Context: an optimization exercise on an open-source flow, tuned for small area. The choices shown serve that exercise and are no tape-out recipe. Where RTL was checked, it was by simulation tests only, not by an equivalence proof against the original. Function not checked in runs 1 to 3: the RTL went through the layout flow alone. No driver is modelled on the clock port, so clocking that relies on it looks cheaper here than on a real chip. No activity file was given, so power comes from the tool's default toggle rates.

==> design/flow/design.v <==
module sd_slv_reg(
  rst, clk, 
  csdR
);
input          rst;
input          clk;
output [126:0] csdR;
reg    [126:0] csdR;
always @ (posedge clk or posedge rst) begin
  if(rst) begin
    csdR <= 127'h0;
  end
  else begin
    csdR <= {
      2'b00,
      6'b00_0000,
      8'h00,
      8'h00,
      8'h32,
      12'b010110110101,
      4'h0,
      1'b1,
      1'b0,
      1'b0,
      1'b0,
      2'b00,
      12'h000,
      3'b000,
      3'b000,
      3'b000,
      3'b000,
      3'b000,
      1'b0,
      7'b0000000,
      7'b0000000,
      1'b0,
      2'b00,
      3'b000,
      4'h0,
      1'b0,
      5'b00000,
      1'b0,
      1'b0,
      1'b0,
      1'b0,
      2'b00,
      2'b00,
      7'b0000000
    };
  end
end
endmodule
module sd_slv_cmr(
  rst, clk, cmd_in, ind_clr, size, ind, ok, rsp_end, acmd_06,
  crc_clrq, cmd_inq2, crc_calc_enq, crc_clac, rca_ok, 
  cmd_16, cmd_17, blk_len_by, bus_width, start_add_q
);
input         rst;
input         clk;    
input         cmd_in; 
input        ind_clr; 
input         size  ; 
output [ 5:0] ind;    
output        ok;     
output   rsp_end;     
input    acmd_06;
output        crc_clrq;
output        cmd_inq2;
output        crc_calc_enq;
input   [6:0] crc_clac;
output        rca_ok;    
input         cmd_16;
input         cmd_17;
output [ 9:0] blk_len_by;
output [ 1:0] bus_width;
output [ 9:0] start_add_q;
reg           ok;
reg       rsp_end;
reg        crc_calc_enq;
reg        crc_from_cmq;
reg  [6:0] crc_regq;
reg        cmd_q;       
reg        cmd_inq2;    
reg  [7:0] cnt_q;       
reg        rsp_q;       
reg        crc_clrq;
reg  [5:0] ind;
reg        rca_ok;
reg        rca_lb;
reg        rca_exp;
reg  [9:0] cmd_reg_in_q;
reg  [9:0] blk_len_by;
reg  [9:0] start_add_q;
reg  [1:0] bus_width;
wire       idle     =!(|cnt_q);
wire       start    =idle && !cmd_q;
wire [7:0] cmd_cnt  =rsp_q ? 8'd0 : cnt_q;
wire       cnt_end  =(cnt_q == 8'd47 && !size) || (cnt_q == 8'd135 && size);
wire       cmd_start=start &&  cmd_in;
wire ind_shift=!rsp_q && cnt_q[7:3] == 5'd0 && cnt_q[2:1] != 2'd0;
wire rca_shift=!rsp_q && cnt_q >= 8'd9 && cnt_q <= 8'd23;
wire reg_shift=!rsp_q && cnt_q >= 8'd9 && cnt_q <= 8'd39;
wire crc_calc_eni=
  (!crc_calc_enq && cmd_start) ||
  ( crc_calc_enq && cmd_cnt != 8'd41  && !size) ||
  ( crc_calc_enq && cmd_cnt != 8'd129 &&  size);
wire crc_from_cmi=
  (!crc_from_cmq && cmd_cnt == 8'd39  && !size) || 
  (!crc_from_cmq && cmd_cnt == 8'd127 &&  size) || 
  ( crc_from_cmq && cmd_cnt != 8'd46  && !size) ||
  ( crc_from_cmq && cmd_cnt != 8'd134 &&  size);
always @(*) begin
  case (cnt_q[4:0])
    5'd11, 5'd14, 5'd18, 5'd19, 5'd21: rca_exp=1'b1;
    default: rca_exp=1'b0;
  endcase
end
wire crc_clri=(!size && cnt_q == 8'd46) || (size && cnt_q == 8'd133);
always @ (posedge clk or posedge rst) begin
  if(rst) begin
    cmd_q       <= 1'b1;
    cmd_inq2    <= 1'b1;
    cnt_q       <= 8'd0;
    rsp_q       <= 1'b0;
    crc_calc_enq<= 1'b0;
    crc_regq    <= 7'h0;
    crc_from_cmq<= 1'b0;
    crc_clrq    <= 1'b0;
    ok          <= 1'b0;
    ind         <= 6'h0;
    rsp_end     <= 1'b0;
    rca_ok      <= 1'b0;
    rca_lb      <= 1'b0;
    blk_len_by  <=10'h0;
    start_add_q <=10'h0;
    bus_width   <= 2'b0;
  end else begin
    cmd_q       <= cmd_in;
    cmd_inq2    <= cmd_q;
    cnt_q       <= start ? 8'd2 : (cnt_end || idle) ? 8'd0 : cnt_q + 8'd1;
    if (start) rsp_q <= !cmd_in;
    crc_calc_enq<= crc_calc_eni;
    if (crc_from_cmq) crc_regq <= {crc_regq[5:0], cmd_in};
    crc_from_cmq<= crc_from_cmi;
    crc_clrq    <= crc_clri;
    ok          <= crc_clrq && (crc_clac == crc_regq);
    if (ind_clr) ind <= 6'd0;
    else if (ind_shift) ind <= {ind[4:0], cmd_in};
    rsp_end     <= rsp_q && cnt_q == 8'd135;
    if (rca_shift) begin
      rca_ok <= (cnt_q == 8'd9 ? !rca_lb : rca_ok) && (cmd_in == rca_exp);
      if (cnt_q == 8'd23) rca_lb <= cmd_in;
    end
    if (cmd_16)  blk_len_by  <= cmd_reg_in_q;
    if (cmd_17)  start_add_q <= cmd_reg_in_q;
    if (acmd_06) bus_width   <= cmd_reg_in_q[1:0];
  end
end
always @ (posedge clk) begin
  if (reg_shift) cmd_reg_in_q <= {cmd_reg_in_q[8:0], cmd_in};
end
endmodule
module sd_slv_fsm(
  rst, clk, ind, ok, clr, rsp_end, rca_ok,
  cmd_c, e_acmd_41, size, c_state
);
  input         rst;
  input         clk;    
  input  [ 5:0] ind;    
  input         ok;     
  input        clr;     
  input    rsp_end;     
  input     rca_ok;     
  output [ 3:0] cmd_c;  
  output     e_acmd_41; 
  output          size; 
  output [ 2:0] c_state; 
  localparam C_02=4'd0, C_NO=4'd1, C_55=4'd2, C_41=4'd3, C_06=4'd4,
             C_07=4'd5, C_16=4'd6, C_17=4'd7, C_03=4'd8, C_09=4'd9,
             C_10=4'd10;
  parameter CS_IDLE =3'd0;
  parameter CS_RDEAY=3'd1;
  parameter CS_IDENT=3'd2;
  parameter CS_STBY =3'd3;
  parameter CS_TRAN =3'd4;
  reg  [3:0] cmd_c;
  reg  [3:0] cmd_ci;
  reg        cmd_00;
  reg  e_acmd_41;
  reg        size;
  reg  [2:0] c_state;
  reg  [2:0] n_state;
  always @(*) begin
    case (ind)
      6'd2   : cmd_ci=C_02;
      6'd3   : cmd_ci=C_03;
      6'd6   : cmd_ci=C_06;
      6'd7   : cmd_ci=C_07;
      6'd9   : cmd_ci=C_09;
      6'd10  : cmd_ci=C_10;
      6'd16  : cmd_ci=C_16;
      6'd17  : cmd_ci=C_17;
      6'd41  : cmd_ci=C_41;
      6'd55  : cmd_ci=C_55;
      default: cmd_ci=C_NO;
    endcase
  end
  always @(*) begin
    n_state=c_state;
    case (c_state)
      CS_IDLE : if(cmd_c == C_41) n_state=CS_RDEAY;
      CS_RDEAY: if(cmd_00) n_state=CS_IDLE; else if(cmd_c == C_02) n_state=CS_IDENT;
      CS_IDENT: if(cmd_00) n_state=CS_IDLE; else if(cmd_c == C_03) n_state=CS_STBY;
      CS_STBY : if(cmd_00) n_state=CS_IDLE; else if(cmd_c == C_07 && rca_ok) n_state=CS_TRAN;
      CS_TRAN : if(cmd_00) n_state=CS_IDLE;
      default : n_state=CS_IDLE;
    endcase
  end
  always @ (posedge clk or posedge rst) begin
    if(rst) begin
      c_state   <= CS_IDLE;
      cmd_c     <= C_NO;
      cmd_00    <= 1'b0;
      e_acmd_41 <= 1'b0;
      size      <= 1'b0;
    end else begin
      c_state   <= n_state;
      cmd_c     <= ok ? cmd_ci : C_NO;
      if (ok) cmd_00 <= ind == 6'd0;
      e_acmd_41 <= (ok && ind == 6'd41) || (e_acmd_41 && !clr);
      if (ok && (ind == 6'd55 || ind == 6'd41)) size <= 1'b0;
      else if (ok && (ind == 6'd2 || ind == 6'd10 || ind == 6'd9)) size <= 1'b1;
      else if (rsp_end) size <= 1'b0;
    end
  end
endmodule
module sd_slv_rsp (
  rst, clk, sel, cst, size, crc, start, 
  cmd_od, cmd_oe, cmd_od1, cmd_oe1, 
  crc_calc, crc_clrq, ind_clr
);
  input          rst;
  input          clk;    
  input  [  3:0] sel;    
  input  [  2:0] cst;    
  input         size;    
  input  [  6:0] crc;    
  input        start;    
  output      cmd_od;    
  output      cmd_oe;    
  output      cmd_od1;   
  output      cmd_oe1;   
  output      crc_calc;
  output      crc_clrq;
  output      ind_clr;
  localparam S_CID=4'd0, S_ONE=4'd1, S_55=4'd2, S_41=4'd3, S_06=4'd4,
             S_07=4'd5, S_16=4'd6, S_17=4'd7, S_03=4'd8, S_CSD=4'd9;
  reg        start_q;
  reg  [  7:0] cnt_q;
  wire [  7:0] cnt_i;
  reg  [  3:0] sel_q;
  reg  [  2:0] cst_q;
  reg  [  7:0] idx_q;
  reg          cmd_oe;
  wire         cmd_oei;
  reg          crc_clrq;
  wire         crc_clri;
  reg          cmd_oe1;
  wire         cmd_oe1i;
  reg          cmd_od1;
  wire         cmd_od1i;
  reg          cmd_od0;
  reg          crc_calc;
  wire         crc_calci;
  reg          crc_mux;
  wire         crc_muxi;
  reg  [  6:0] crc_q;
  wire [  6:0] crc_i;
  reg          ind_clr;
  wire         ind_clri;
  assign cnt_i=
  (start && !start_q &&  size) ? 8'd137 :
  (start && !start_q && !size) ? 8'd49  :
  (|cnt_q)                     ? (cnt_q - 8'd1) :
  cnt_q;
  reg [135:0] v;
  always @(*) begin
    case (sel_q)
      S_55 : v={2'b00,6'd55,19'd0,1'b0,cst_q,9'b000000000,8'b0000000_1,88'h0};
      S_41 : v={2'b00,6'd63,19'd0,1'b0,cst_q,9'b000100000,8'b1111111_1,88'h0};
      S_06 : v={2'b00,6'd6 ,19'd0,1'b0,cst_q,9'b000100000,8'b0000000_1,88'h0};
      S_07 : v={2'b00,6'd7 ,19'd0,1'b0,cst_q,9'b000000000,8'b0000000_1,88'h0};
      S_16 : v={2'b00,6'd16,19'd0,1'b0,cst_q,9'b000000000,8'b0000000_1,88'h0};
      S_17 : v={2'b00,6'd17,19'd0,1'b0,cst_q,9'b000000000,8'b0000000_1,88'h0};
      S_03 : v={8'b00_000011,16'h1234,16'h0,8'h01,88'h0};
      S_CID: v={8'b00_111111,127'h201234567,1'b1};
      S_CSD: v={8'b00_111111,127'h192da840000000000000000000,1'b1};
      default: v={136{1'b1}};
    endcase
  end
  assign cmd_od=(idx_q < 8'd136) ? v[8'd135 - idx_q] : 1'b0;
  assign cmd_oei=(!cmd_oe && start && !start_q) || (cmd_oe && cnt_q != 8'd2);
  assign crc_clri=(cnt_q == 8'd1);
  assign cmd_oe1i =
  (!size && !cmd_oe1 && cnt_q == 8'd48 ) || 
  ( size && !cmd_oe1 && cnt_q == 8'd136) || 
  (          cmd_oe1 && cnt_q != 8'd0 );
  assign ind_clri=cmd_oe1i & ~cmd_oe1;
  assign crc_calci=
  (!crc_calc && start && !start_q && !size) || 
  (!crc_calc && cnt_q == 8'd130   &&  size) || 
  ( crc_calc && cnt_q != 8'd10);
  assign crc_muxi=(!crc_mux && cnt_q == 8'd9) || (crc_mux && cnt_q != 8'd2);
  assign cmd_od1i=!crc_mux ? cmd_od0 : crc_q[6];
  assign crc_i   =!crc_mux ? crc : {crc_q[6:0], 1'b0};
  always @ (posedge clk or posedge rst) begin
    if(rst) begin
      cnt_q   <= 8'h0;
      start_q <= 1'b0;
      cmd_oe  <= 1'b0;
      crc_clrq<= 1'b0;
      cmd_oe1 <= 1'b0;
      ind_clr <= 1'b0;
      crc_calc<= 1'b0;
      crc_mux <= 1'b0;
    end else begin
      cnt_q   <= cnt_i;
      start_q <= start;
      cmd_oe  <= cmd_oei;
      crc_clrq<= crc_clri;
      cmd_oe1 <= cmd_oe1i;
      ind_clr <= ind_clri;
      crc_calc<= crc_calci;
      crc_mux <= crc_muxi;
    end
  end  
  always @ (posedge clk) begin
    if (!(|cnt_q)) begin
      sel_q <= sel;
      cst_q <= cst;
      idx_q <= 8'd0;
    end else if (!(idx_q[7] && idx_q[3])) begin
      idx_q <= idx_q + 8'd1;
    end
    cmd_od1 <= cmd_od1i;
    cmd_od0 <= cmd_od;
    crc_q   <= crc_i;
  end
endmodule
module sd_slv_cr7(rst, clk, clr, din, cen, all_one, crc);
  input        rst;
  input        clk;
  input        clr;
  input        din;
  input        cen;
  input        all_one;  
  output [6:0] crc;
  reg  q6, q5, q4, q3, q2, q1, q0;
  wire d6, d5, d4, d3, d2, d1, d0;
  assign d0=din^q6;
  assign d1=q0;
  assign d2=q1;
  assign d3=q2^d0;
  assign d4=q3;
  assign d5=q4;
  assign d6=q5;
  assign crc={q6, q5, q4, q3, q2, q1, q0};
always @ (posedge clk or posedge rst) begin
  if(rst) begin
    q0<=1'b0;
    q1<=1'b0;
    q2<=1'b0;
    q3<=1'b0;
    q4<=1'b0;
    q5<=1'b0;
    q6<=1'b0;
  end else begin
    if(clr) begin
        q0<=1'b0;
        q1<=1'b0;
        q2<=1'b0;
        q3<=1'b0;
        q4<=1'b0;
        q5<=1'b0;
        q6<=1'b0;
    end else begin
      if(all_one) begin
        q0<=1'b1;
        q1<=1'b1;
        q2<=1'b1;
        q3<=1'b1;
        q4<=1'b1;
        q5<=1'b1;
        q6<=1'b1;
      end else begin
        if(cen) begin
          q0<=d0;
          q1<=d1;
          q2<=d2;
          q3<=d3;
          q4<=d4;
          q5<=d5;
          q6<=d6;
        end
      end
    end
  end
end
endmodule
module sd_slv_c16(rst, clk, clr, din, cen, sft, q);
  input         rst;
  input         clk;
  input         clr;
  input         din;
  input         cen;
  input         sft;  
  output        q  ;
  reg  [15:0] C;
  wire [15:0] d;
  wire i;
  assign q=C[15];
  assign i=cen & (din ^ C[15]);
  assign d={C[14:12], C[11]^i, C[10:5], C[4]^i, C[3:0], i};
always @ (posedge clk) begin
  if(clr) begin
    C <= 16'h0;
  end else begin
    C <= d;
  end
end
endmodule
module sd_slv_rom(a, e, s, q, ck);
  input  [ 9:0] a;  
  input         e;  
  input         s;  
  output [ 3:0] q;
  input         ck;
  wire   [15:0] O;
  wire   [ 3:0] d;
  reg    [ 3:0] q;
  always @ (posedge ck) q <= d;
  assign d=
  (e && ~s && a[9:8] == 2'h0) ? O[ 3: 0] :
  (e && ~s && a[9:8] == 2'h1) ? O[ 7: 4] :
  (e && ~s && a[9:8] == 2'h2) ? O[11: 8] :
  (e && ~s && a[9:8] == 2'h3) ? O[15:12] :
  (e &&  s                  ) ? {q[0], q[3:1]} : 
  4'b1111;  
  localparam [255:0] INIT0 =
    256'b1010101010101010101010101010101010101010101010101010101010101010101010101010101010101010101010101010101010101010101010101010101010101010101010101010101010101010101010101010101010101010101010101010101010101010101010101010101010101010101010101010101010101010;
  localparam [255:0] INIT1 =
    256'b1100110011001100110011001100110011001100110011001100110011001100110011001100110011001100110011001100110011001100110011001100110011001100110011001100110011001100110011001100110011001100110011001100110011001100110011001100110011001100110011001100110011001101;
  localparam [255:0] INIT2 =
    256'b1111000011110000111100001111000011110000111100001111000011110000111100001111000011110000111100001111000011110000111100001111000011110000111100001111000011110000111100001111000011110000111100001111000011110000111100001111000011110000111100001111000011110000;
  localparam [255:0] INIT3 =
    256'b1111111100000000111111110000000011111111000000001111111100000000111111110000000011111111000000001111111100000000111111110000000011111111000000001111111100000000111111110000000011111111000000001111111100000000111111110000000011111111000000001111111100000001;
  localparam [255:0] INIT4 =
    256'b1111111111111111000000000000000011111111111111110000000000000000111111111111111100000000000000001111111111111111000000000000000011111111111111110000000000000000111111111111111100000000000000001111111111111111000000000000000011111111111111110000000000000000;
  localparam [255:0] INIT5 =
    256'b1111111111111111111111111111111100000000000000000000000000000000111111111111111111111111111111110000000000000000000000000000000011111111111111111111111111111111000000000000000000000000000000001111111111111111111111111111111100000000000000000000000000000000;
  localparam [255:0] INIT6 =
    256'b1111111111111111111111111111111111111111111111111111111111111111000000000000000000000000000000000000000000000000000000000000000011111111111111111111111111111111111111111111111111111111111111110000000000000000000000000000000000000000000000000000000000000000;
  localparam [255:0] INIT7 =
    256'b1111111111111111111111111111111111111111111111111111111111111111111111111111111111111111111111111111111111111111111111111111111100000000000000000000000000000000000000000000000000000000000000000000000000000000000000000000000000000000000000000000000000000000;
  localparam [255:0] INIT8 =
    256'b1010101010101010101010101010101010101010101010101010101010101010101010101010101010101010101010101010101010101010101010101010101010101010101010101010101010101010101010101010101010101010101010101010101010101010101010101010101010101010101010101010101010101010;
  localparam [255:0] INIT9 =
    256'b1100110011001100110011001100110011001100110011001100110011001100110011001100110011001100110011001100110011001100110011001100110011001100110011001100110011001100110011001100110011001100110011001100110011001100110011001100110011001100110011001100110011001100;
  localparam [255:0] INIT10 =
    256'b1111000011110000111100001111000011110000111100001111000011110000111100001111000011110000111100001111000011110000111100001111000011110000111100001111000011110000111100001111000011110000111100001111000011110000111100001111000011110000111100001111000011110000;
  localparam [255:0] INIT11 =
    256'b1111111100000000111111110000000011111111000000001111111100000000111111110000000011111111000000001111111100000000111111110000000011111111000000001111111100000000111111110000000011111111000000001111111100000000111111110000000011111111000000001111111100000000;
  localparam [255:0] INIT12 =
    256'b1111111111111111000000000000000011111111111111110000000000000000111111111111111100000000000000001111111111111111000000000000000011111111111111110000000000000000111111111111111100000000000000001111111111111111000000000000000011111111111111110000000000000000;
  localparam [255:0] INIT13 =
    256'b1111111111111111111111111111111100000000000000000000000000000000111111111111111111111111111111110000000000000000000000000000000011111111111111111111111111111111000000000000000000000000000000001111111111111111111111111111111100000000000000000000000000000000;
  localparam [255:0] INIT14 =
    256'b1111111111111111111111111111111111111111111111111111111111111111000000000000000000000000000000000000000000000000000000000000000011111111111111111111111111111111111111111111111111111111111111110000000000000000000000000000000000000000000000000000000000000000;
  localparam [255:0] INIT15 =
    256'b1111111111111111111111111111111111111111111111111111111111111111111111111111111111111111111111111111111111111111111111111111111100000000000000000000000000000000000000000000000000000000000000000000000000000000000000000000000000000000000000000000000000000000;
  assign O[0] = INIT0[a[7:0]];
  assign O[1] = INIT1[a[7:0]];
  assign O[2] = INIT2[a[7:0]];
  assign O[3] = INIT3[a[7:0]];
  assign O[4] = INIT4[a[7:0]];
  assign O[5] = INIT5[a[7:0]];
  assign O[6] = INIT6[a[7:0]];
  assign O[7] = INIT7[a[7:0]];
  assign O[8] = INIT8[a[7:0]];
  assign O[9] = INIT9[a[7:0]];
  assign O[10] = INIT10[a[7:0]];
  assign O[11] = INIT11[a[7:0]];
  assign O[12] = INIT12[a[7:0]];
  assign O[13] = INIT13[a[7:0]];
  assign O[14] = INIT14[a[7:0]];
  assign O[15] = INIT15[a[7:0]];
endmodule
module sd_slv_adg (
  rst, clk, bus_width, read, ldad, adln,
  addr, shift, en_rom, sft, stop_en, readq, mem_enq, crc_enq
);
  input  rst;
  input  clk;
  input  [1:0] bus_width;  
  input        read     ;  
  input  [9:0] ldad     ;  
  input  [9:0] adln     ;  
  output [9:0] addr     ;  
  output       shift    ;  
  output       en_rom   ;  
  output       sft      ;  
  output       stop_en  ;  
  output       readq    ;  
  output       mem_enq  ;  
  output       crc_enq  ;  
  reg          readq    ;  
  reg          en_romq  ;  
  reg          en_rom   ;  
  wire         en_romi  ;  
  reg          sft      ;  
  wire         sfti     ;  
  reg          stop_en  ;  
  wire         stop_eni ;  
  reg    [9:0] addr     ;  
  wire   [9:0] addri    ;  
  reg    [9:0] addrend  ;  
  wire   [9:0] addrendi ;  
  reg    [1:0] bitCnt   ;  
  wire   [1:0] bitCnti  ;  
  reg   [10:0] bit1Cnt  ;  
  wire  [10:0] bit1Cnti ;  
  reg          shift    ;  
  wire         shifti   ;  
  reg    [9:0] add_lim;
  wire   [9:0] add_limi;
  reg    [3:0] crcCnt;
  wire   [3:0] crcCnti;
  reg          mem_enq;
  wire         mem_eni;
  reg          crc_enq;
  wire         crc_eni;
  wire         crc_endi;
  reg          crc_endq;
  assign crc_eni=
  (!crc_enq && en_rom && !en_romq) || 
  ( crc_enq && bit1Cnt !=  addrend         && bus_width == 2'b10) ||
  ( crc_enq && bit1Cnt != {addrend, 2'b00} && bus_width == 2'b00);
  assign mem_eni=en_rom;
  assign add_limi=(adln*2);
  assign addrendi=read ? (ldad + {adln[8:0], 1'b0}) : addrend;
  assign addri=
  read                                      ? ldad   :
  (en_rom && bus_width == 2'b10)            ? addr+1 :  
  (en_rom && bus_width == 2'b00 && &bitCnt) ? addr+1 :  
  addr;
  assign bitCnti=
  (bus_width == 2'b10          ) ?          2'b00 :
  (bus_width == 2'b00 && read  ) ? bitCnt + 2'b01 : 
  (bus_width == 2'b00 && en_rom) ? bitCnt + 2'b01 : 
  bitCnt;
  assign bit1Cnti=
  readq                                               ?           11'd1 :
  (bit1Cnt == {addrend, 2'b00} && bus_width == 2'b00) ?           11'd0 :
  (bit1Cnt ==  addrend         && bus_width == 2'b10) ?           11'd0 :
  (bit1Cnt   != 11'h0                               ) ? bit1Cnt + 11'd1 :
  bit1Cnt;
  assign shifti=
  (bitCnt != 2'b11 && bus_width == 2'b00) ? 1'b1 : 1'b0;
  assign en_romi=
  (!en_rom && read) || 
  ( en_rom && bit1Cnt != addrend          && bus_width == 2'b10) ||
  ( en_rom && bit1Cnt != {addrend, 2'b00} && bus_width == 2'b00);
  assign crc_endi=crcCnt != 4'd15;
  assign sfti=(
    (!sft && !crc_eni && crc_enq) ||  
    ( sft && crc_endq           )
  );
  assign stop_eni=~sfti & sft;
  assign crcCnti=
  (crcCnt != 4'd0) ? (crcCnt + 4'd1) :  
  sft              ?           4'd1  : crcCnt;
  always @ (posedge clk or posedge rst) begin
    if(rst) begin
      bitCnt  <=  2'h0;
      bit1Cnt <= 11'd0;
      en_rom  <=  1'b0;
      en_romq <=  1'b0;
      sft     <=  1'b0;
      stop_en <=  1'b0;
      crcCnt  <=  4'd0;
      crc_endq<=  1'b0;
      readq   <=  1'b0;  
      mem_enq <=  1'b0;
      crc_enq <=  1'b0;
    end
    else begin
      bitCnt  <= bitCnti;
      bit1Cnt <= bit1Cnti;
      en_romq <= en_rom;
      en_rom  <= en_romi;
      sft     <= sfti;
      stop_en <= stop_eni;
      crcCnt  <= crcCnti;
      crc_endq<= crc_endi;
      readq   <= read;  
      mem_enq <= mem_eni;
      crc_enq <= crc_eni;
    end
  end
  always @ (posedge clk) begin
    addr    <= addri;
    addrend <= addrendi;
    shift   <= shifti;
  end
endmodule
module sd_slv_Rmx (
  rst, clk,
  read, cen, stop_en, cen_rom,
  din, crc,
  ei, e,
  crcC, dout
);
  input  rst;
  input  clk;
  input        read; 
  input        cen ; 
  input     stop_en; 
  input     cen_rom; 
  input  [3:0] din;  
  input  [3:0] crc;  
  input        ei ;
  output       e  ;
  output       crcC; 
  output [3:0] dout;
  reg    [3:0] dout;
  wire   [3:0] douti;
  reg    [3:0] dinq;
  reg          cen_romq;
  reg          readq   ;
  reg          cenq    ;
  reg          e       ;
  reg          stop_enq;
  reg    [3:0] crcq    ;  
  assign douti=
  readq   ? 4'h0 : 
  cen_romq? dinq : 
  stop_en ? 4'hf :
  cenq    ? crcq : 1'b1;
  assign crcC =read;
  always @ (posedge clk or posedge rst) begin
    if(rst) begin
      e       <= 1'b0;
      readq   <= 1'b0;
      cen_romq<= 1'b0;
      cenq    <= 1'b0;
    end else begin
      e       <= ei;
      readq   <= read;
      cen_romq<= cen_rom;
      cenq    <= cen;
    end
  end
  always @ (posedge clk) begin
    dinq    <= din;
    dout    <= douti;
    crcq    <= crc;
  end
endmodule
module sd_slv_mem (
  rst, clk,
  bus_width, read, ldad, adln,
  e, q
);
  input  rst;
  input  clk;
  input  [1:0] bus_width;  
  input        read     ;  
  input  [9:0] ldad     ;  
  input  [9:0] adln     ;  
  output       e        ;  
  output [3:0] q        ;  
  wire   [9:0] addr     ;  
  wire         shift    ;  
  wire         sft      ;  
  wire   [3:0] qi       ;  
  wire         cen_rom  ;  
  wire         crcC     ;  
  wire [3:0]   crc_16   ;  
  wire         stop_en  ;
  wire         ei       ;
  wire mem_enq;
  wire readq;    
  wire crc_enq;  
  assign ei=mem_enq|sft|stop_en;
  sd_slv_adg u_adg (  
    .rst(rst),
    .clk(clk),
    .bus_width(bus_width),  
    .read     (read     ),  
    .ldad     (ldad     ),  
    .adln     (adln     ),  
    .addr     (addr     ),  
    .shift    (shift    ),  
    .en_rom   (cen_rom  ),  
    .sft      (sft      ),  
    .stop_en  (stop_en  ),  
    .readq    (readq    ),  
    .mem_enq  (mem_enq  ),  
    .crc_enq  (crc_enq  )   
  ); 
  sd_slv_rom u_rom (
    .a(addr   ),  
    .e(cen_rom),  
    .s(shift  ),  
    .q(qi     ),  
    .ck(clk   ) 
  ); 
  sd_slv_c16 u_c16A (
    .rst(rst    ),
    .clk(clk    ),
    .clr(crcC   ),
    .din(qi[0]  ),
    .cen(crc_enq), 
    .sft(sft    ), 
    .q  (crc_16[0]) 
  ); 
  sd_slv_c16 u_c16B (
    .rst(rst    ),
    .clk(clk    ),
    .clr(crcC   ),
    .din(qi[1]  ),
    .cen(crc_enq), 
    .sft(sft    ), 
    .q  (crc_16[1]) 
  ); 
  sd_slv_c16 u_c16C (
    .rst(rst    ),
    .clk(clk    ),
    .clr(crcC   ),
    .din(qi[2]  ),
    .cen(crc_enq), 
    .sft(sft    ), 
    .q  (crc_16[2]) 
  ); 
  sd_slv_c16 u_c16D (
    .rst(rst    ),
    .clk(clk    ),
    .clr(crcC   ),
    .din(qi[3]  ),
    .cen(crc_enq), 
    .sft(sft    ), 
    .q  (crc_16[3]) 
  ); 
  sd_slv_Rmx u_Rmx ( 
    .rst    (rst    ),
    .clk    (clk    ),
    .read   (readq  ),  
    .cen    (sft    ),  
    .stop_en(stop_en),  
    .cen_rom(cen_rom),  
    .din    (qi     ),  
    .crc    (crc_16 ),  
    .ei     (ei     ),
    .e      (e      ),
    .crcC(crcC  ),  
    .dout(q     )
  ); 
endmodule
module sd_slv_top(CLK, rst, CMD_i, CMD_o, CMD_oe, DATA_o, DATA_oe);
  input        CLK;
  input        rst;
  input        CMD_i;   
  output       CMD_o;   
  output       CMD_oe;  
  output [3:0] DATA_o;  
  output [3:0] DATA_oe; 
  wire         CMD;     
  wire  [ 5:0] ind;
  wire         ok;
  wire  [ 3:0] cmd_c;
  wire      e_acmd_41;
  wire         size;
  wire         rsp_end;
  wire         crc_clrq;
  wire         cmd_inq2;
  wire         crc_calc_enq;
  wire   [6:0] crc_clac;
  wire         rsp_oe;
  wire         rsp_od;
  wire         rsp_oe1;
  wire         rsp_od1;
  wire         crc_calc;
  wire         rsp_clrq;
  wire         rca_ok;
  wire [  9:0] blk_len_by;
  wire [  1:0] bus_width;
  wire [  2:0] c_state;
  wire [  9:0] start_add_q;
  wire       clr_mx;
  wire       din_mx;
  wire       cen_mx;
  wire       ind_clr;
  wire [3:0] rsp_sel =
    (cmd_c == 4'd10) ? (rca_ok ? 4'd0 : 4'd1) :
    (cmd_c == 4'd9 ) ? (rca_ok ? 4'd9 : 4'd1) :
    cmd_c;
  wire start_rsp = cmd_c != 4'd1;
  assign CMD    = rsp_oe1 ? rsp_od1 : CMD_i;
  assign CMD_o  = rsp_od1;
  assign CMD_oe = rsp_oe1;
  sd_slv_cmr u_cmr (
    .rst(rst),
    .clk(CLK),
    .cmd_in(CMD),
    .ind_clr(ind_clr),
    .size(size ),
    .ind(ind),
    .ok (ok ),
    .rsp_end(rsp_end),
    .acmd_06(cmd_c == 4'd4),
    .crc_clrq(crc_clrq),
    .cmd_inq2(cmd_inq2),
    .crc_calc_enq(crc_calc_enq),
    .crc_clac(crc_clac),
    .rca_ok(rca_ok),
    .cmd_16     (cmd_c == 4'd6),
    .cmd_17     (cmd_c == 4'd7),
    .blk_len_by (blk_len_by ),
    .bus_width  (bus_width  ),
    .start_add_q(start_add_q)
  );
  sd_slv_fsm u_fsm (
    .rst(rst),
    .clk(CLK),
    .ind(ind),
    .ok (ok ),
    .clr(clr_mx),
    .rsp_end(rsp_end),
    .rca_ok(rca_ok),
    .cmd_c(cmd_c),
    .e_acmd_41(e_acmd_41),
    .size(size),
    .c_state(c_state)
  );
  sd_slv_rsp u_rsp (
    .rst(rst),
    .clk(CLK),
    .sel (rsp_sel ),
    .cst (c_state ),
    .size(size),
    .crc  (crc_clac ),
    .start(start_rsp),
    .cmd_od (rsp_od ),
    .cmd_oe (rsp_oe ),
    .cmd_od1(rsp_od1),
    .cmd_oe1(rsp_oe1),
    .crc_calc(crc_calc),
    .crc_clrq(rsp_clrq),
    .ind_clr (ind_clr)
  );
  assign clr_mx=rsp_oe ? rsp_clrq : crc_clrq;
  assign din_mx=rsp_oe ? rsp_od   : cmd_inq2;
  assign cen_mx=rsp_oe ? crc_calc : crc_calc_enq;
  sd_slv_cr7 u_crc7 (
    .rst(rst),  
    .clk(CLK),  
    .clr(clr_mx),
    .din(din_mx),
    .cen(cen_mx),
    .all_one(e_acmd_41),
    .crc(crc_clac)
  );
  wire [3:0] mem_data;
  wire       mem_Doen;
  sd_slv_mem u_mem (
    .rst(rst),
    .clk(CLK),
    .bus_width(bus_width  ),
    .read     (cmd_c == 4'd7),
    .ldad(start_add_q),
    .adln(blk_len_by ),
    .e(mem_Doen),
    .q(mem_data) 
  );
  assign DATA_o    = mem_data;
  assign DATA_oe[3] = bus_width == 2'b10 && mem_Doen;
  assign DATA_oe[2] = bus_width == 2'b10 && mem_Doen;
  assign DATA_oe[1] = bus_width == 2'b10 && mem_Doen;
  assign DATA_oe[0] =                       mem_Doen;
endmodule
==> design/flow/run.sh <==
#!/bin/bash
# synth_recipe.tcl (not shown) runs the flow's synth.tcl, then flattens the netlist and writes it again
# the make line also repeats each setting of config.mk as NAME=value (left out here)
make -C /OpenROAD-flow-scripts/flow DESIGN_CONFIG=/design/flow/config.mk WORK_HOME=/design/flow/orfs CLKGATE_MAP_FILE= SYNTH_SCRIPT=/design/flow/synth_recipe.tcl finish
==> design/flow/config.mk <==
export PLATFORM = sky130hd
export DESIGN_NAME = sd_slv_top
export DESIGN_NICKNAME = sd_slv_top
export VERILOG_FILES = /design/flow/design.v
export SDC_FILE = /design/flow/constraint.sdc
export NUM_CORES = 4
export LEC_CHECK = 0
export CAP_MARGIN = 20
export CORE_MARGIN = 2
export CORE_UTILIZATION = 70
export CTS_CLUSTER_DIAMETER = 60
export CTS_CLUSTER_SIZE = 30
export PLACE_DENSITY = 0.85
export SLEW_MARGIN = 20
==> design/flow/constraint.sdc <==
create_clock -name core_clock -period 10.0 [get_ports {CLK}]
set_input_delay 2.0000 -clock core_clock [delete_from_list [all_inputs] [get_ports {CLK}]]
set_output_delay 2.0000 -clock core_clock [all_outputs]
set_load 0.01 [all_outputs]
==> results of run 1 <==
[logic make-up after synthesis]
logic type	after synthesis
AOI/OAI and AO/OA	160
xor gates and xnor gates	83
adders and majority gates	30
buffers and inverters	100
DFF	246
muxes	39
and+or+nand+nor	422
[sequential cells by signal, summed over array words and instances (netlist names), 4 cells and up]
name / count
u_cmr.start_add_q: 10
u_mem.u_adg.addr: 10
u_rsp.sel_q: 4
u_cmr.ind: 6
u_cmr.blk_len_by: 9
u_rsp.cnt_q: 8
u_mem.u_c16C.C: 16
u_mem.u_c16B.C: 16
u_mem.u_Rmx.dinq: 4
u_fsm.cmd_c: 4
u_mem.u_c16A.C: 16
u_mem.u_rom.q: 4
u_mem.u_adg.bit1Cnt: 11
u_mem.u_c16D.C: 16
u_mem.u_adg.addrend: 10
u_mem.u_Rmx.crcq: 4
u_rsp.idx_q: 8
u_rsp.crc_q: 7
u_mem.u_adg.crcCnt: 4
u_cmr.cnt_q: 8
u_mem.u_Rmx.dout: 4
u_cmr.crc_regq: 7
u_cmr.cmd_reg_in_q: 10
[how the worst max path moves through the flow]
stage / to / slack [ns] / cells after the start
floorplan: u_cmr.blk_len_by[0] / 5.07 / 1
global placement: u_rsp.cnt_q[1] / 6.25 / 3
detailed placement: u_rsp.cnt_q[2] / 6.22 / 3
CTS: DATA_oe[1] / 6.17 / 3
global route: DATA_oe[3] / 6.07 / 3
finish: DATA_oe[1] / 6.17 / 3
[cell usage after synthesis (7+ instances only)]
| library cell | count |
|---|---|
| nand2b_1 | 12 |
| nand2_1 | 104 |
| clkbuf_1 | 48 |
| nor2_1 | 113 |
| nor4_1 | 12 |
| or3_1 | 8 |
| a21oi_1 | 39 |
| and3_1 | 10 |
| dfrtp_1 | 108 |
| a31oi_1 | 10 |
| mux2_2 | 27 |
| xor2_1 | 50 |
| inv_1 | 42 |
| dfxtp_1 | 98 |
| nor3_1 | 20 |
| xnor2_1 | 32 |
| mux2i_1 | 12 |
| edfxtp_1 | 37 |
| nor2b_1 | 65 |
| nand3_1 | 32 |
| nand4_1 | 13 |
| o21ai_0 | 52 |
| ha_1 | 28 |
| o31ai_1 | 7 |
[critical path: stages, from the launching register on]
cell             delay, ns
dfrtp_1               0.46
inv_1                 0.14
and3_1                0.21
clkdlybuf4s50_1       0.54
[through the flow]
stage                     area, um2  util [%]
final                         11550     75.99
after global routing          11550     75.99
after CTS                     11550     75.99
after detailed placement      11050     72.67
after global placement        11050     72.67
after floorplan               10910         -
[layer usage]
| layer | wire (um) | part of all wire [%] | track usage [%] | vias up |
|---|---|---|---|---|
| met2 | 8620 | 45 | 37.19 | 163 |
| li1 | - | - | - | 3633 |
| met5 | 0 | 0 | 0 | - |
| met1 | 9365 | 49 | 36.44 | 3553 |
| met3 | 812 | 4.2 | 3.202 | 23 |
| met4 | 333 | 1.7 | 5.179 | 0 |
[report_power, final]
part	switching, mW	internal (mW)	total [mW]
clock	0.359	0.302	0.660
sequential	0.0680	1.05	1.12
combinational	0.115	0.0791	0.194
total	0.542	1.43	1.98
[area by class of cell]
cell class | count | area, um2 | share of cell area (%)
clock buffers | 16 | 379.1 | 3.282
clock inverters | 10 | 126.4 | 1.094
inverters | 42 | 160.2 | 1.386
multi-input cells | 734 | 4653 | 40.28
flip-flops and latches | 246 | 5856 | 50.69
well taps | 188 | 235.2 | 2.036
repair buffers | 15 | 142.6 | 1.235
==> results.ini, run 1 <==
[route]
vias=7372
drt_pass1_iterations=5
drtIter0Drc=421
vias_per_cell=5.893
wl_per_cell_um=15.29
routed_wl_mm=19.13
ant_nets=0
drcViolationCount=0

[grt]
grt_pass1_vias=6658
grt_overflow_total=0
grtUsageTotal_pct=23.93
grt_max_degree=76
grt_pass1_wl_mm=32.31
antenna_found_initial=0

[synthesis]
yosysTopAreaCell=dfrtp_1
synth_compound_gate_area_share_pct=9.160
muxShareOfSynthArea_pct=3.886
postSynthAreaPerCell_um2=10.11
syn_area_um2=10910
yosys_most_used_dff=dfrtp_1
yosys-top-cells-area=dfrtp_1 (25%), dfxtp_1 (18%), edfxtp_1 (10%)
ys_seq_elements=246
ys_seq_area_share_pct=53.64
synth_top_area_share_pct=24.76
ys_warn_count=8
synth_edf_count=37
synthSimpleGateAreaFrac_pct=19.32
synth-xor-area-share_pct=6.787
syn_nets=1112
ys_types=66
synthAdderAreaFrac_pct=3.485
syn_inst=1080
synth_top_family_by_area=simple AND/OR/NAND/NOR gates
async_flop_share_pct=45.12

[sta]
fin_skew_ns=0.03118
fin_crit_sh_pct=38.32
fin_tns_setup_ns=0
max_slew.worst_pin.slew_ns=1.028
setup_viol_count_final=0
hold_ws_ns=0.3692
min_period_ns=3.832
rsz0062_at_grt=no
relSlewSlack_pct=30.58
hold_viol=0
drv_slew=0
fmax_ghz=0.2610
fin_ws_ns=6.168

[clocking]
clock_path_buffers=3
numCtsBuffers=15
cts-root-buf=clkbuf_16
postCtsSetupRepairBufs=0
cts.sinks=246
hold_buffers=0
cts_tree=built
clkTransAtPathRegs_ns=0.10
cts_resized=0
insertion_delay_ns=0.50
cts_max_level=1

[worst_setup_path]
reg2reg_depth=10
r2r-start=u_rsp.idx_q[3]
r2r_setup_slack_ns=7.10
crit_start=u_cmr.bus_width[0]
worst_setup_path_end_kind=primary output
worstPathArrival_ns=1.83
critical_path_class=reg2out
r2r-end=u_crc7.q0
cp_data_required_time_ns=8.00
cp-start-kind=flip-flop
worstPathMaxFanout=7

[pwr]
leakage_nw=4.975
peakVddDrop_uv=129.2
power.total_mw=1.975
powerDensity_nw_per_um2=171.0

[hold_path]
holdPathEnd=u_mem.u_Rmx.crcq[1]
min_path_cells=0
hp-start=u_mem.u_c16B.C[15]
hold_class=reg2reg

[final_layout]
fillCellCount=1027
area_delta_synth_final_pct=5.846
final_cell_mix=nor2_1 (113), dfrtp_1 (107), nand2_1 (104)
antenna_cells=0
drive_gt1_share_pct=6.397
instances_no_fill=1251
final_nets=1086
final_common_cell=nor2_1

[placement]
gp_congestion=0.9002
hpwl_mm=12.93
port_buffers=12
dp_cells=1225
dp_worst_setup_slack_ns=6.221

[status]
status=timing/DRC/antenna clean

[die]
core_um2=15200
dieWidth_um=128.9
start_util_pct=71.79
io_pins=13
die_area_um2=16610
die_height_um=128.9
rows=45

[run]
cap_violations=0

==> run 2, diff against run 1 <==
--- a/design/flow/design.v
+++ b/design/flow/design.v
@@ -255,7 +255,6 @@
   output      ind_clr;
   localparam S_CID=4'd0, S_ONE=4'd1, S_55=4'd2, S_41=4'd3, S_06=4'd4,
              S_07=4'd5, S_16=4'd6, S_17=4'd7, S_03=4'd8, S_CSD=4'd9;
-  reg        start_q;
   reg  [  7:0] cnt_q;
   wire [  7:0] cnt_i;
   reg  [  3:0] sel_q;
@@ -279,8 +278,8 @@
   reg          ind_clr;
   wire         ind_clri;
   assign cnt_i=
-  (start && !start_q &&  size) ? 8'd137 :
-  (start && !start_q && !size) ? 8'd49  :
+  (start &&  size) ? 8'd137 :
+  (start && !size) ? 8'd49  :
   (|cnt_q)                     ? (cnt_q - 8'd1) :
   cnt_q;
   reg [135:0] v;
@@ -299,7 +298,7 @@
     endcase
   end
   assign cmd_od=(idx_q < 8'd136) ? v[8'd135 - idx_q] : 1'b0;
-  assign cmd_oei=(!cmd_oe && start && !start_q) || (cmd_oe && cnt_q != 8'd2);
+  assign cmd_oei=(!cmd_oe && start) || (cmd_oe && cnt_q != 8'd2);
   assign crc_clri=(cnt_q == 8'd1);
   assign cmd_oe1i =
   (!size && !cmd_oe1 && cnt_q == 8'd48 ) || 
@@ -307,7 +306,7 @@
   (          cmd_oe1 && cnt_q != 8'd0 );
   assign ind_clri=cmd_oe1i & ~cmd_oe1;
   assign crc_calci=
-  (!crc_calc && start && !start_q && !size) || 
+  (!crc_calc && start && !size) || 
   (!crc_calc && cnt_q == 8'd130   &&  size) || 
   ( crc_calc && cnt_q != 8'd10);
   assign crc_muxi=(!crc_mux && cnt_q == 8'd9) || (crc_mux && cnt_q != 8'd2);
@@ -316,7 +315,6 @@
   always @ (posedge clk or posedge rst) begin
     if(rst) begin
       cnt_q   <= 8'h0;
-      start_q <= 1'b0;
       cmd_oe  <= 1'b0;
       crc_clrq<= 1'b0;
       cmd_oe1 <= 1'b0;
@@ -325,7 +323,6 @@
       crc_mux <= 1'b0;
     end else begin
       cnt_q   <= cnt_i;
-      start_q <= start;
       cmd_oe  <= cmd_oei;
       crc_clrq<= crc_clri;
       cmd_oe1 <= cmd_oe1i;
--- a/design/flow/config.mk
+++ b/design/flow/config.mk
@@ -8,7 +8,7 @@
 export CAP_MARGIN = 20
 export CORE_MARGIN = 2
 export CORE_UTILIZATION = 70
-export CTS_CLUSTER_DIAMETER = 60
-export CTS_CLUSTER_SIZE = 30
+export CTS_CLUSTER_DIAMETER = 50
+export CTS_CLUSTER_SIZE = 40
 export PLACE_DENSITY = 0.85
 export SLEW_MARGIN = 20
==> results.ini, run 2 <==
[die]
die_height_um=128.3
io_pins=13
core_um2=15150
die_area_um2=16450
start_util_pct=71.35
dieWidth_um=128.3
rows=45

[final_layout]
final_nets=1088
final_cell_mix=nand2_1 (108), nor2_1 (106), dfrtp_1 (106)
area_delta_synth_final_pct=8.719
final_common_cell=nand2_1
antenna_cells=0
drive_gt1_share_pct=7.376
fillCellCount=969

[clocking]
insertion_delay_ns=0.52
cts.sinks=245
cts_max_level=1
clkTransAtPathRegs_ns=0.08
cts_resized=0
postCtsSetupRepairBufs=0
cts_tree=built
cts-root-buf=clkbuf_16
clock_path_buffers=3
numCtsBuffers=21
hold_buffers=0

[sta]
drv_slew=0
max_slew.worst_pin.slew_ns=1.025
hold_ws_ns=0.3617
fin_tns_setup_ns=0
setup_viol_count_final=0
rsz0062_at_grt=no
hold_viol=0
relSlewSlack_pct=31.66
min_period_ns=3.881
fmax_ghz=0.2577
fin_crit_sh_pct=38.81
fin_skew_ns=0.02631

[route]
vias_per_cell=5.956
routed_wl_mm=20.55
ant_nets=0
drcViolationCount=0
wl_per_cell_um=16.32
drtIter0Drc=589
vias=7499
drt_pass1_iterations=5

[synthesis]
ys_seq_elements=245
postSynthAreaPerCell_um2=10.09
ys_types=66
syn_nets=1103
async_flop_share_pct=44.90
yosysTopAreaCell=dfrtp_1
synth_top_area_share_pct=24.78
ys_warn_count=8
ys_seq_area_share_pct=53.94
synth_edf_count=37
yosys-top-cells-area=dfrtp_1 (25%), dfxtp_1 (18%), edfxtp_1 (10%)
syn_inst=1071
synthTopCellsByCount=nand2_1 (108), dfrtp_1 (107), nor2_1 (106)
syn_area_um2=10810
yosys_most_used_dff=dfrtp_1
synth.most_common_cell=nand2_1

[placement]
gp_congestion=0.8540
port_buffers=12
hpwl_mm=13.25

[worst_setup_path]
cp_data_required_time_ns=8.00
worst_setup_path_end_kind=primary output
crit_start=u_cmr.bus_width[1]
crit_path_end=DATA_oe[1]
reg2reg_depth=9
cp-start-kind=flip-flop
worstPathMaxFanout=9
r2r-end=u_crc7.q0
critical_path_class=reg2out
r2r_setup_slack_ns=6.74
worstPathArrival_ns=1.88
r2r-start=u_rsp.idx_q[3]

[grt]
grt_pass1_wl_mm=34.24
grt_max_degree=65
grtUsageTotal_pct=25.59
antenna_found_initial=0
grt_overflow_total=0
grt_pass1_vias=7055

[pwr]
leakage_nw=5.018
powerDensity_nw_per_um2=187.8
peakVddDrop_uv=168.3

[run]
cap_violations=0

[hold_path]
hold_class=reg2reg
hp-start=u_cmr.cmd_q

[status]
status=timing/DRC/antenna clean

-- run 2: cell types whose count changed after synthesis, sizes merged, moves of 6 or more --
cell,previous run,this run
a21oi,39,46
nand3,32,38
nor2,113,106
xnor2,32,46
xor2,50,39
-- run 2: worst min-delay path by stage --
| stage | to | slack (ns) | cells after the start |
|---|---|---|---|
| global placement | u_mem.u_Rmx.crcq[1] | 0.35 | 0 |
| finish | u_cmr.cmd_inq2 | 0.36 | 0 |
| detailed placement | u_mem.u_Rmx.crcq[3] | 0.35 | 0 |
| CTS | u_cmr.cmd_inq2 | 0.36 | 0 |
| global route | u_cmr.cmd_inq2 | 0.36 | 0 |
| floorplan | u_mem.u_Rmx.crcq[1] | 0.35 | 0 |
-- run 2: cells by family (layout without fill, tap and decap cells) --
group / count (synthesis) / after routing / synth area share, %
buffers and inverters: 93 / 93 / 3.346
and+or+nand+nor: 420 / 420 / 19.23
DFF: 245 / 245 / 53.94
adders and majority gates: 29 / 29 / 3.427
muxes: 37 / 37 / 3.705
xor gates and xnor gates: 86 / 86 / 7.097
AOI/OAI and AO/OA: 161 / 161 / 9.251
-- run 2: worst max-delay path, stage by stage, from the launching register on --
cell and delay (ns):
dfrtp_1 0.53, and3_1 0.26, clkdlybuf4s50_1 0.56
-- run 2: final cells by class --
type	count	area (um2)	share of cell area [%]
repair buffers	16	150.1	1.278
well taps	188	235.2	2.002
flip-flops and latches	245	5831	49.63
clock inverters	16	206.4	1.757
inverters	39	148.9	1.267
clock buffers	22	550.5	4.686
multi-input cells	733	4627	39.38
-- run 2: through the flow --
step	cell area, um2	power (mW)	worst slack, ns	util [%]	cells
after CTS	11740	2.217	6.129	77.54	1259
final	11750	2.207	6.119	77.57	1259
after detailed placement	10990	1.342	6.223	72.54	1221
after global routing	11750	2.289	6.096	77.57	1259
after floorplan	10810	1.283	5.103	-	1071
after global placement	10990	1.331	6.292	72.54	1221
-- run 2: report_power, final --
group	switching [mW]	leakage, nW	internal [mW]
clock network	0.419	0.368	0.458
registers	0.0793	2.54	1.06
logic	0.117	2.11	0.0770
-- run 2: routing by layer --
layer / GRT usage, % / up-vias / share of wire (%)
met5: 0 / - / 0
met4: 7.369 / 0 / 1.9
met3: 3.255 / 36 / 3.8
met2: 42.68 / 170 / 49
met1: 35.61 / 3655 / 46
li1: - / 3638 / -
==> run 3, diff against run 2 <==
--- a/design/flow/config.mk
+++ b/design/flow/config.mk
@@ -7,8 +7,8 @@
 export LEC_CHECK = 0
 export CAP_MARGIN = 20
 export CORE_MARGIN = 2
-export CORE_UTILIZATION = 70
-export CTS_CLUSTER_DIAMETER = 50
-export CTS_CLUSTER_SIZE = 40
-export PLACE_DENSITY = 0.85
+export CORE_UTILIZATION = 80
+export CTS_CLUSTER_DIAMETER = 60
+export CTS_CLUSTER_SIZE = 30
+export PLACE_DENSITY = 0.9
 export SLEW_MARGIN = 20
==> results.ini, run 3 <==
[clocking]
hold_buffers=0
cts_max_level=1
numCtsBuffers=15
insertion_delay_ns=0.51
postCtsSetupRepairBufs=0
clock_path_buffers=3
clkTransAtPathRegs_ns=0.11
cts-root-buf=clkbuf_16
cts_resized=0
cts_tree=built
cts.sinks=245

[die]
die_area_um2=14450
dieWidth_um=120.2
io_pins=13
rows=42
die_height_um=120.2
start_util_pct=81.60
core_um2=13240

[sta]
max_slew.worst_pin.slew_ns=1.079
drv_slew=0
fin_tns_setup_ns=0
min_period_ns=3.870
relSlewSlack_pct=28.09
setup_viol_count_final=0
fin_skew_ns=0.03477
fin_crit_sh_pct=38.70
hold_viol=0
rsz0062_at_grt=no
fmax_ghz=0.2584

[worst_setup_path]
path_cells=inv_1 -> and3_1 -> clkdlybuf4s50_1
cp_top_family=buffers and inverters
worstPathArrival_ns=1.87
cp_slowest_cell=clkdlybuf4s50_1
critical_path_class=reg2out
cp-start-kind=flip-flop
critPathBufInv=2
worst_setup_path_end_kind=primary output
worstPathMaxFanout=7
crit_path_max_incr_delay_ns=0.56
cp_data_required_time_ns=8.00

[synthesis]
yosys_most_used_dff=dfrtp_1
ys_seq_area_share_pct=53.94
synth_top_area_share_pct=24.78
syn_inst=1071
ys_types=66
syn_area_um2=10810
synth.most_common_cell=nand2_1
syn_nets=1103
yosysTopAreaCell=dfrtp_1
ys_seq_elements=245
yosys-top-cells-area=dfrtp_1 (25%), dfxtp_1 (18%), edfxtp_1 (10%)
ys_warn_count=8
synth_edf_count=37
postSynthAreaPerCell_um2=10.09
synthTopCellsByCount=nand2_1 (108), dfrtp_1 (107), nor2_1 (106)
async_flop_share_pct=44.90

[route]
routed_wl_mm=22.41
drcViolationCount=0
drt_pass1_iterations=6
drtIter0Drc=1024
vias=7787
vias_per_cell=6.310
wl_per_cell_um=18.16
ant_nets=0

[grt]
grt_pass1_vias=7471
grt_pass1_wl_mm=36.96
grt.busiest_layer=met2
antenna_found_initial=0
met2_usage_pct=51.10
grt_overflow_total=0
use_met1_pct=45.20
grt_max_degree=80
grt_use_met3_pct=4.434
grtUsageTotal_pct=31.69

[run]
cap_violations=0

[pwr]
peakVddDrop_uv=174.8
power.total_mw=2.021
leakage_nw=4.907
powerDensity_nw_per_um2=175.4

[final_layout]
drive_gt1_share_pct=6.049
antenna_cells=0
instances_no_fill=1234
final_nets=1081
area_delta_synth_final_pct=6.611
final_common_cell=nand2_1
final_cell_mix=nand2_1 (108), nor2_1 (106), dfrtp_1 (106)

[hold_path]
hold_class=reg2reg

[placement]
hpwl_mm=13.81
gp_congestion=0.8751
dp_cells=1207
port_buffers=12

[status]
status=timing/DRC/antenna clean

-- run 3: cell counts after synthesis --
Identical to the previous run, type by type.
-- run 3: cell type report --
type                       instances  area [um2]
clock buffer                      17       382.9
sequential                       245        5831
fill                             669        1722
tap                              176       220.2
timing repair buffer              15       162.7
multi-input combinational        733        4627
clock inverter                     9       148.9
inverter                          39       148.9
-- run 3: through the flow --
step | util, % | cell area [um2] | hold WS (ns) | worst slack [ns]
final | 87.00 | 11520 | 0.3723 | 6.130
after global routing | 87.00 | 11520 | 0.3790 | 6.027
after CTS | 86.75 | 11490 | 0.3730 | 6.127
after detailed placement | 82.74 | 10960 | 0.3538 | 6.144
after global placement | 82.74 | 10960 | 0.3510 | 6.199
after floorplan | - | 10810 | 0.3487 | 5.103
-- run 3: path summary, 6_finish.rpt --
check | startpoint | end | slack (ns) | depth (start not counted)
min in group asynchronous | rst | u_cmr.blk_len_by[0] | 1.87 | 2
worst min-delay path | u_mem.u_c16C.C[15] | u_mem.u_Rmx.crcq[2] | 0.37 | 0
worst min register to register | u_mem.u_c16C.C[15] | u_mem.u_Rmx.crcq[2] | 0.37 | 0
worst max-delay path | u_cmr.bus_width[0] | DATA_oe[3] | 6.13 | 3
max in group asynchronous | rst | u_mem.u_adg.readq | 6.80 | 3
worst max register to register | u_rsp.idx_q[3] | u_crc7.q0 | 6.60 | 9
-- run 3: power by group --
part / leakage [nW] / internal, mW / switching, mW / total [mW]
registers: 2.54 / 1.06 / 0.0816 / 1.14
clock network: 0.255 / 0.310 / 0.379 / 0.689
logic: 2.11 / 0.0766 / 0.118 / 0.195
total: 4.91 / 1.44 / 0.579 / 2.02
-- run 3: cell families after synthesis --
| family | after synthesis | synth area share [%] |
|---|---|---|
| buffers and inverters | 93 | 3.346 |
| adders and majority gates | 29 | 3.427 |
| and+or+nand+nor | 420 | 19.23 |
| muxes | 37 | 3.705 |
| xor gates and xnor gates | 86 | 7.097 |
| DFF | 245 | 53.94 |
| AOI/OAI and AO/OA | 161 | 9.251 |
-- run 3: per-layer routing --
metal  vias up  share of wire [%]
met4         0                3.2
li1       3606                  -
met3        79                6.0
met1      3775                 42
met5         -                  0
met2       327                 48
==> run 4, diff against run 3 <==
--- a/design/flow/design.v
+++ b/design/flow/design.v
@@ -432,65 +432,16 @@
   input         s;  
   output [ 3:0] q;
   input         ck;
-  wire   [15:0] O;
+  wire   [ 3:0] O;
   wire   [ 3:0] d;
   reg    [ 3:0] q;
   always @ (posedge ck) q <= d;
+  wire   z = a == 10'd0;
+  assign O = a[8] ? a[7:4] : {a[3] | z, a[2], a[1] | z, a[0]};
   assign d=
-  (e && ~s && a[9:8] == 2'h0) ? O[ 3: 0] :
-  (e && ~s && a[9:8] == 2'h1) ? O[ 7: 4] :
-  (e && ~s && a[9:8] == 2'h2) ? O[11: 8] :
-  (e && ~s && a[9:8] == 2'h3) ? O[15:12] :
-  (e &&  s                  ) ? {q[0], q[3:1]} : 
+  (e && ~s) ? O :
+  (e &&  s) ? {q[0], q[3:1]} : 
   4'b1111;  
-  localparam [255:0] INIT0 =
-    256'b1010101010101010101010101010101010101010101010101010101010101010101010101010101010101010101010101010101010101010101010101010101010101010101010101010101010101010101010101010101010101010101010101010101010101010101010101010101010101010101010101010101010101010;
-  localparam [255:0] INIT1 =
-    256'b1100110011001100110011001100110011001100110011001100110011001100110011001100110011001100110011001100110011001100110011001100110011001100110011001100110011001100110011001100110011001100110011001100110011001100110011001100110011001100110011001100110011001101;
-  localparam [255:0] INIT2 =
-    256'b1111000011110000111100001111000011110000111100001111000011110000111100001111000011110000111100001111000011110000111100001111000011110000111100001111000011110000111100001111000011110000111100001111000011110000111100001111000011110000111100001111000011110000;
-  localparam [255:0] INIT3 =
-    256'b1111111100000000111111110000000011111111000000001111111100000000111111110000000011111111000000001111111100000000111111110000000011111111000000001111111100000000111111110000000011111111000000001111111100000000111111110000000011111111000000001111111100000001;
-  localparam [255:0] INIT4 =
-    256'b1111111111111111000000000000000011111111111111110000000000000000111111111111111100000000000000001111111111111111000000000000000011111111111111110000000000000000111111111111111100000000000000001111111111111111000000000000000011111111111111110000000000000000;
-  localparam [255:0] INIT5 =
-    256'b1111111111111111111111111111111100000000000000000000000000000000111111111111111111111111111111110000000000000000000000000000000011111111111111111111111111111111000000000000000000000000000000001111111111111111111111111111111100000000000000000000000000000000;
-  localparam [255:0] INIT6 =
-    256'b1111111111111111111111111111111111111111111111111111111111111111000000000000000000000000000000000000000000000000000000000000000011111111111111111111111111111111111111111111111111111111111111110000000000000000000000000000000000000000000000000000000000000000;
-  localparam [255:0] INIT7 =
-    256'b1111111111111111111111111111111111111111111111111111111111111111111111111111111111111111111111111111111111111111111111111111111100000000000000000000000000000000000000000000000000000000000000000000000000000000000000000000000000000000000000000000000000000000;
-  localparam [255:0] INIT8 =
-    256'b1010101010101010101010101010101010101010101010101010101010101010101010101010101010101010101010101010101010101010101010101010101010101010101010101010101010101010101010101010101010101010101010101010101010101010101010101010101010101010101010101010101010101010;
-  localparam [255:0] INIT9 =
-    256'b1100110011001100110011001100110011001100110011001100110011001100110011001100110011001100110011001100110011001100110011001100110011001100110011001100110011001100110011001100110011001100110011001100110011001100110011001100110011001100110011001100110011001100;
-  localparam [255:0] INIT10 =
-    256'b1111000011110000111100001111000011110000111100001111000011110000111100001111000011110000111100001111000011110000111100001111000011110000111100001111000011110000111100001111000011110000111100001111000011110000111100001111000011110000111100001111000011110000;
-  localparam [255:0] INIT11 =
-    256'b1111111100000000111111110000000011111111000000001111111100000000111111110000000011111111000000001111111100000000111111110000000011111111000000001111111100000000111111110000000011111111000000001111111100000000111111110000000011111111000000001111111100000000;
-  localparam [255:0] INIT12 =
-    256'b1111111111111111000000000000000011111111111111110000000000000000111111111111111100000000000000001111111111111111000000000000000011111111111111110000000000000000111111111111111100000000000000001111111111111111000000000000000011111111111111110000000000000000;
-  localparam [255:0] INIT13 =
-    256'b1111111111111111111111111111111100000000000000000000000000000000111111111111111111111111111111110000000000000000000000000000000011111111111111111111111111111111000000000000000000000000000000001111111111111111111111111111111100000000000000000000000000000000;
-  localparam [255:0] INIT14 =
-    256'b1111111111111111111111111111111111111111111111111111111111111111000000000000000000000000000000000000000000000000000000000000000011111111111111111111111111111111111111111111111111111111111111110000000000000000000000000000000000000000000000000000000000000000;
-  localparam [255:0] INIT15 =
-    256'b1111111111111111111111111111111111111111111111111111111111111111111111111111111111111111111111111111111111111111111111111111111100000000000000000000000000000000000000000000000000000000000000000000000000000000000000000000000000000000000000000000000000000000;
-  assign O[0] = INIT0[a[7:0]];
-  assign O[1] = INIT1[a[7:0]];
-  assign O[2] = INIT2[a[7:0]];
-  assign O[3] = INIT3[a[7:0]];
-  assign O[4] = INIT4[a[7:0]];
-  assign O[5] = INIT5[a[7:0]];
-  assign O[6] = INIT6[a[7:0]];
-  assign O[7] = INIT7[a[7:0]];
-  assign O[8] = INIT8[a[7:0]];
-  assign O[9] = INIT9[a[7:0]];
-  assign O[10] = INIT10[a[7:0]];
-  assign O[11] = INIT11[a[7:0]];
-  assign O[12] = INIT12[a[7:0]];
-  assign O[13] = INIT13[a[7:0]];
-  assign O[14] = INIT14[a[7:0]];
-  assign O[15] = INIT15[a[7:0]];
 endmodule
 module sd_slv_adg (
   rst, clk, bus_width, read, ldad, adln,
==> design/flow/flow/run.sh (new file) <==
#!/bin/bash
# Own flow: the standard layout, with the clock tree built without
# dummy load cells (CTS_ARGS replaces ORFS's clock_tree_synthesis arguments).
set -euo pipefail
export CTS_ARGS="-sink_clustering_enable -repair_clock_nets -sink_clustering_size 30 -sink_clustering_max_diameter 60 -dont_use_dummy_load"
bash standard.sh > standard.log 2>&1
==> design/flow/standard.sh (new file) <==
#!/bin/bash
# synth_recipe.tcl (not shown) runs the flow's synth.tcl, then flattens the netlist and writes it again
# the make line also repeats each setting of config.mk as NAME=value (left out here)
make -C /OpenROAD-flow-scripts/flow DESIGN_CONFIG=/design/flow/config.mk WORK_HOME=/design/flow/orfs CLKGATE_MAP_FILE= SYNTH_SCRIPT=/design/flow/synth_recipe.tcl "${@:-finish}"
--- a/design/flow/config.mk
+++ b/design/flow/config.mk
@@ -7,8 +7,6 @@
 export LEC_CHECK = 0
 export CAP_MARGIN = 20
 export CORE_MARGIN = 2
-export CORE_UTILIZATION = 80
-export CTS_CLUSTER_DIAMETER = 60
-export CTS_CLUSTER_SIZE = 30
-export PLACE_DENSITY = 0.9
+export CORE_UTILIZATION = 70
+export PLACE_DENSITY = 0.85
 export SLEW_MARGIN = 20
removed: design/flow/run.sh
==> results.ini, run 4 <==
[status]
status=timing/DRC/antenna clean

[clocking]
cts_tree=built
postCtsSetupRepairBufs=0
insertion_delay_ns=0.49
clkTransAtPathRegs_ns=0.11
hold_buffers=0
numCtsBuffers=15
cts.sinks=245
cts_resized=0

[synthesis]
ys_seq_elements=245
ys_types=69
ys_warn_count=8
synth.most_common_cell=nand2_1
syn_area_um2=10940
synth_top_area_share_pct=24.48
ys_seq_area_share_pct=53.29
yosys_most_used_dff=dfrtp_1
syn_inst=1094
syn_nets=1125
yosysTopAreaCell=dfrtp_1
async_flop_share_pct=44.90
synthTopCellsByCount=nand2_1 (111), dfrtp_1 (107), nor2_1 (104)
yosys-top-cells-area=dfrtp_1 (24%), dfxtp_1 (18%), edfxtp_1 (10%)
postSynthAreaPerCell_um2=9.998
synth_edf_count=37

[route]
drt_pass1_iterations=5
ant_nets=0
wl_per_cell_um=15.56
drtIter0Drc=591
drcViolationCount=0
vias_per_cell=5.833
vias=7426
routed_wl_mm=19.81

[worst_setup_path]
cp_data_required_time_ns=8.00
r2r-start=u_rsp.idx_q[3]
crit_start=u_cmr.bus_width[0]
crit_path_max_incr_delay_ns=0.57
cp_slowest_cell=clkdlybuf4s50_1
cp-start-kind=flip-flop
path_cells=inv_1 -> and3_1 -> clkdlybuf4s50_1
worstPathArrival_ns=1.90
critical_path_class=reg2out
worstPathMaxFanout=7
worst_setup_path_end_kind=primary output

[placement]
hpwl_mm=13.57
port_buffers=12
gp_congestion=0.8832

[die]
dieWidth_um=129
io_pins=13
die_height_um=129
rows=45
start_util_pct=71.69
die_area_um2=16640
core_um2=15260

[final_layout]
drive_gt1_share_pct=4.896
multiInputGateArea_um2=4687
final_common_cell=nand2_1
area_delta_synth_final_pct=4.908
fillCellCount=1061
final_cell_mix=nand2_1 (111), dfrtp_1 (106), nor2_1 (104)
final_nets=1095
regArea_um2=5831
antenna_cells=0

[pwr]
leakage_nw=4.893
peakVddDrop_uv=178.7
power_frac_seq_pct=59.7
p_sw_mw=0.4957
swShare_pct=26.06
power.total_mw=1.902
internal-power_mw=1.406
powerDensity_nw_per_um2=165.8
clockPowerShare_pct=29.8
combPwrFrac_pct=10.5

[grt]
grt_pass1_wl_mm=33.60
antenna_found_initial=0
grt_pass1_vias=6953
grt_overflow_total=0
grtUsageTotal_pct=24.71
grt_max_degree=84

[hold_path]
hold_class=reg2reg
hp-start=u_mem.u_c16B.C[15]

[sta]
rsz0062_at_grt=no
relSlewSlack_pct=40.01
fmax_ghz=0.2566
drv_slew=0
min_period_ns=3.897
hold_viol=0
fin_tns_setup_ns=0
fin_crit_sh_pct=38.97
fin_skew_ns=0.04031
setup_viol_count_final=0
max_slew.worst_pin.slew_ns=0.8981
hold_ws_ns=0.3712

[run]
cap_violations=0

## run 4: power by group through the flow
stage                     Combinational [mW]  Sequential (mW)  Clock [mW]
after floorplan                        0.195             1.11           0
after global placement                 0.192             1.15           0
after detailed placement               0.199             1.15           0
after CTS                              0.200             1.13       0.577
after global routing                   0.230             1.15       0.613
final                                  0.200             1.14       0.566
## run 4: final cells by class
cell class,count,share of cell area [%]
Tap cell,211,2.301
Multi-Input combinational cell,743,40.85
Clock buffer,15,3.271
Inverter,43,1.428
Timing Repair Buffer,16,1.341
Sequential cell,245,50.81
## run 4: logic make-up after synthesis
| logic type | after synthesis | synth area share [%] |
|---|---|---|
| AO/OA/AOI/OAI | 164 | 9.346 |
| adder cells (fa/ha/maj) | 28 | 3.272 |
| AND/OR/NAND/NOR | 426 | 19.42 |
| multiplexers | 37 | 3.638 |
| flip-flops | 245 | 53.29 |
| buffers and inverters | 106 | 3.855 |
| XOR/XNOR | 88 | 7.172 |
## run 4: final timing paths
check                      cells past startpoint                     to  slack [ns]
min reg2reg                                    0    u_mem.u_Rmx.crcq[1]        0.37
max                                            3             DATA_oe[3]        6.10
max in group asynchronous                      3              u_crc7.q2        7.12
min                                            0    u_mem.u_Rmx.crcq[1]        0.37
max reg2reg                                   10              u_crc7.q0        6.89
min in group asynchronous                      2  u_mem.u_adg.bitCnt[1]        1.82
## run 4: metal layers
layer  share of wire (%)  up-vias  routed length [um]  global-route usage [%]
met5                   0        -                   0                       0
met2                  46      171                9023                   39.34
li1                    -     3644                   -                       -
met4                 1.5        0                 301                   4.284
met1                  49     3589                9656                   37.32
met3                 4.2       22                 832                   3.243
## run 4: through the flow
| step | cells | instance area (um2) | setup WS (ns) | util [%] |
|---|---|---|---|---|
| 2_1_floorplan | 1094 | 10940 | 5.103 | - |
| 3_3_place_gp | 1258 | 11100 | 6.260 | 72.72 |
| 3_5_place_dp | 1258 | 11100 | 6.231 | 72.72 |
| 4_1_cts | 1273 | 11470 | 6.082 | 75.18 |
| 5_1_grt | 1273 | 11470 | 6.015 | 75.20 |
| 6_report | 1273 | 11470 | 6.103 | 75.20 |
## run 4: worst max-delay path: cells and delay by family (launching register included)
| family | cells | cell delay, ns |
|---|---|---|
| buffers and inverters | 2 | 0.70 |
| flip-flops | 1 | 0.46 |
| AND/OR/NAND/NOR | 1 | 0.24 |

## port drivers added, routing unchanged
No port has a modelled driver above. Below, the same layouts with a new extraction and two added sets of constraints. Step 1 sets driving cells, clkbuf_16 on the clock port and buf_2 on the other inputs (assumed; they add their load-dependent delay and slew). Step 2 moves the port delays by t, midway between the first and last clock arrival at a register: inputs arrive t later, outputs are due t later. That takes back most of the time a late clock gives input paths. Three values: no drivers, after step 1, after step 2; two values: the first two.
run	shift t [ns]	setup slack, ns	worst setup path at the end	clock arrival spread, ns
run 1	0.532	6.168 / 6.125 / 6.332	input, reset recovery	0.036 / 0.037
run 2	0.552	6.119 / 6.077 / 6.219	input to register	0.026 / 0.026
run 3	0.532	6.130 / 6.090 / 6.287	input, reset recovery	0.035 / 0.035
run 4	0.516	6.103 / 6.058 / 6.318	input to register	0.041 / 0.041
After both steps every run listed still meets setup and hold. Setup slack includes reset recovery checks.
